Source: an optimization exercise on an open RTL-to-GDS flow (aim: small area, a short achievable clock period and few clock cycles). Production flows keep margins and buffers that such runs may drop. The RTL was checked by simulation tests, not by an equivalence proof against the original design. Power figures rest on the tool's default switching activity, not on a simulated workload.

Setup of epsilon:
## kappa3_light_core
module kappa3_light_core(input         clock,
			 input 	       reset,
			 output [31:0] mem_addr,
			 output        mem_read,
			 output        mem_write,
			 output [31:0] mem_wrdata,
			 output [3:0]  mem_wrbits,
			 input [31:0]  mem_rddata);
For scale: ~5,200 cells after synthesis, about 100 I/O pins, about 62,000 um^2 of cells after synthesis.
==> flow/config.mk <==
export PLATFORM = sky130hd
export DESIGN_NAME = kappa3_light_core
export DESIGN_NICKNAME = kappa3_light_core
export VERILOG_FILES = /design/flow/design.v
export SDC_FILE = /design/flow/constraint.sdc
export NUM_CORES = 8
export LEC_CHECK = 0
export CAP_MARGIN = 25
export CORE_MARGIN = 2
export CORE_UTILIZATION = 60
export CTS_BUF_LIST = sky130_fd_sc_hd__clkbuf_16
export CTS_CLUSTER_DIAMETER = 80
export CTS_CLUSTER_SIZE = 24
export PLACE_DENSITY = 0.7
export SLEW_MARGIN = 25
export SYNTH_HIERARCHICAL = 1
==> flow/constraint.sdc <==
create_clock -name core_clock -period 10.0 [get_ports {clock}]
set_input_delay 2.0000 -clock core_clock [delete_from_list [all_inputs] [get_ports {clock}]]
set_output_delay 2.0000 -clock core_clock [all_outputs]
set_load 0.01 [all_outputs]
standard.sh (not shown) runs the stock make flow with config.mk's settings and CLKGATE_MAP_FILE= SYNTH_SCRIPT=/design/flow/synth_recipe.tcl, a recipe that flattens the netlist after the stock synthesis.
==> flow/flow/run.sh <==
#!/bin/bash
# Layout flow: the standard synthesis (standard.sh synth, unchanged), then
# the standard ORFS steps (standard.sh) with three changes:
#  - the port buffers are buf_4 cells instead of the cell buffer_ports picks
#    by default (a slow delay cell on this platform);
#  - timing repair aims for a larger setup margin, on the worst endpoints only;
#  - clock tree synthesis inserts no dummy loads (same buffers and clustering
#    as config.mk's CTS settings).
# make's output goes to flow_synth.log and flow_layout.log, each ORFS step's
# to orfs/logs/.
set -euo pipefail
cd "$(dirname "$0")/.."
bash standard.sh synth > flow_synth.log 2>&1
bash standard.sh "BUFFER_PORTS_ARGS=-buffer_cell sky130_fd_sc_hd__buf_4" \
     SETUP_SLACK_MARGIN=6.5 TNS_END_PERCENT=5 \
     "CTS_ARGS=-sink_clustering_enable -repair_clock_nets -buf_list sky130_fd_sc_hd__clkbuf_16 -sink_clustering_size 24 -sink_clustering_max_diameter 80 -dont_use_dummy_load" \
     finish > flow_layout.log 2>&1
Looking at the reports, epsilon completed the entire flow and the layout it produced met the timing, design-rule and antenna checks.
Testbench counts of epsilon, summed over its fixed seeds: cycles 653,986.
Input-level comparison between alpha and epsilon:
-- flow/flow/run.sh --
<<< epsilon, line 13
bash standard.sh synth > flow_synth.log 2>&1
bash standard.sh "BUFFER_PORTS_ARGS=-buffer_cell sky130_fd_sc_hd__buf_4" \
     SETUP_SLACK_MARGIN=6.5 TNS_END_PERCENT=5 \
     "CTS_ARGS=-sink_clustering_enable -repair_clock_nets -buf_list sky130_fd_sc_hd__clkbuf_16 -sink_clustering_size 24 -sink_clustering_max_diameter 80 -dont_use_dummy_load" \
     finish > flow_layout.log 2>&1
>>> alpha, line 13
bash standard.sh synth > flow_synth.log 2>&1
bash standard.sh "BUFFER_PORTS_ARGS=-buffer_cell sky130_fd_sc_hd__buf_4" \
     SETUP_SLACK_MARGIN=6.75 TNS_END_PERCENT=5 \
     "CTS_ARGS=-sink_clustering_enable -repair_clock_nets -buf_list sky130_fd_sc_hd__clkbuf_16 -sink_clustering_size 24 -sink_clustering_max_diameter 80 -dont_use_dummy_load" \
     finish > flow_layout.log 2>&1
==> comparison <==
- Comparing epsilon and alpha, the higher synthesis-to-finish area growth was measured on alpha.
- alpha vs epsilon on cell count: alpha is the higher one.
- In the tables for epsilon and alpha, final core area utilization reads higher with alpha.
- Higher total internal power among epsilon and alpha: alpha
- Summary of alpha over epsilon: clock skew has remained practically unchanged, power share of the combinational group +0.2 points, total power consumption of the routed design now larger.
- Share of final layout cell area taken by non-clock buffers: alpha > epsilon
- Looking at epsilon and alpha, the worst-skew pair later-pin latency is a wash.
- q_sub.q as the launching instance or port of the critical path was reported by epsilon, and mem_rddata[18] by alpha.
- alpha vs epsilon: proportion of cell area occupied by registers down in alpha

afterwards: timing with drivers on the ports:
Ports are ideal in the flow. The routed layouts listed here were re-timed in OpenROAD.
Step 1 sets driving cells, clkbuf_16 on the clock port and buf_2 on the other inputs (assumed; they add their load-dependent delay and slew).
Step 2 also shifts input and output timing later by t, the mid clock arrival at the registers, as if the neighbouring blocks saw the same clock.
Three values: ideal, step 1, step 2; two values: the first two.
| run | t (ns) | setup WS [ns] | worst setup path at the end |
|---|---|---|---|
| epsilon | 0.758 | 6.037 / 5.912 / 5.154 | input to register |
| alpha | 0.775 | 5.983 / 5.808 / 5.032 | input to register |
After both steps setup and hold are still met in every run listed. The setup slack of alpha, which loses most, moves by -0.175 ns with the drivers and by -0.951 ns with both steps.
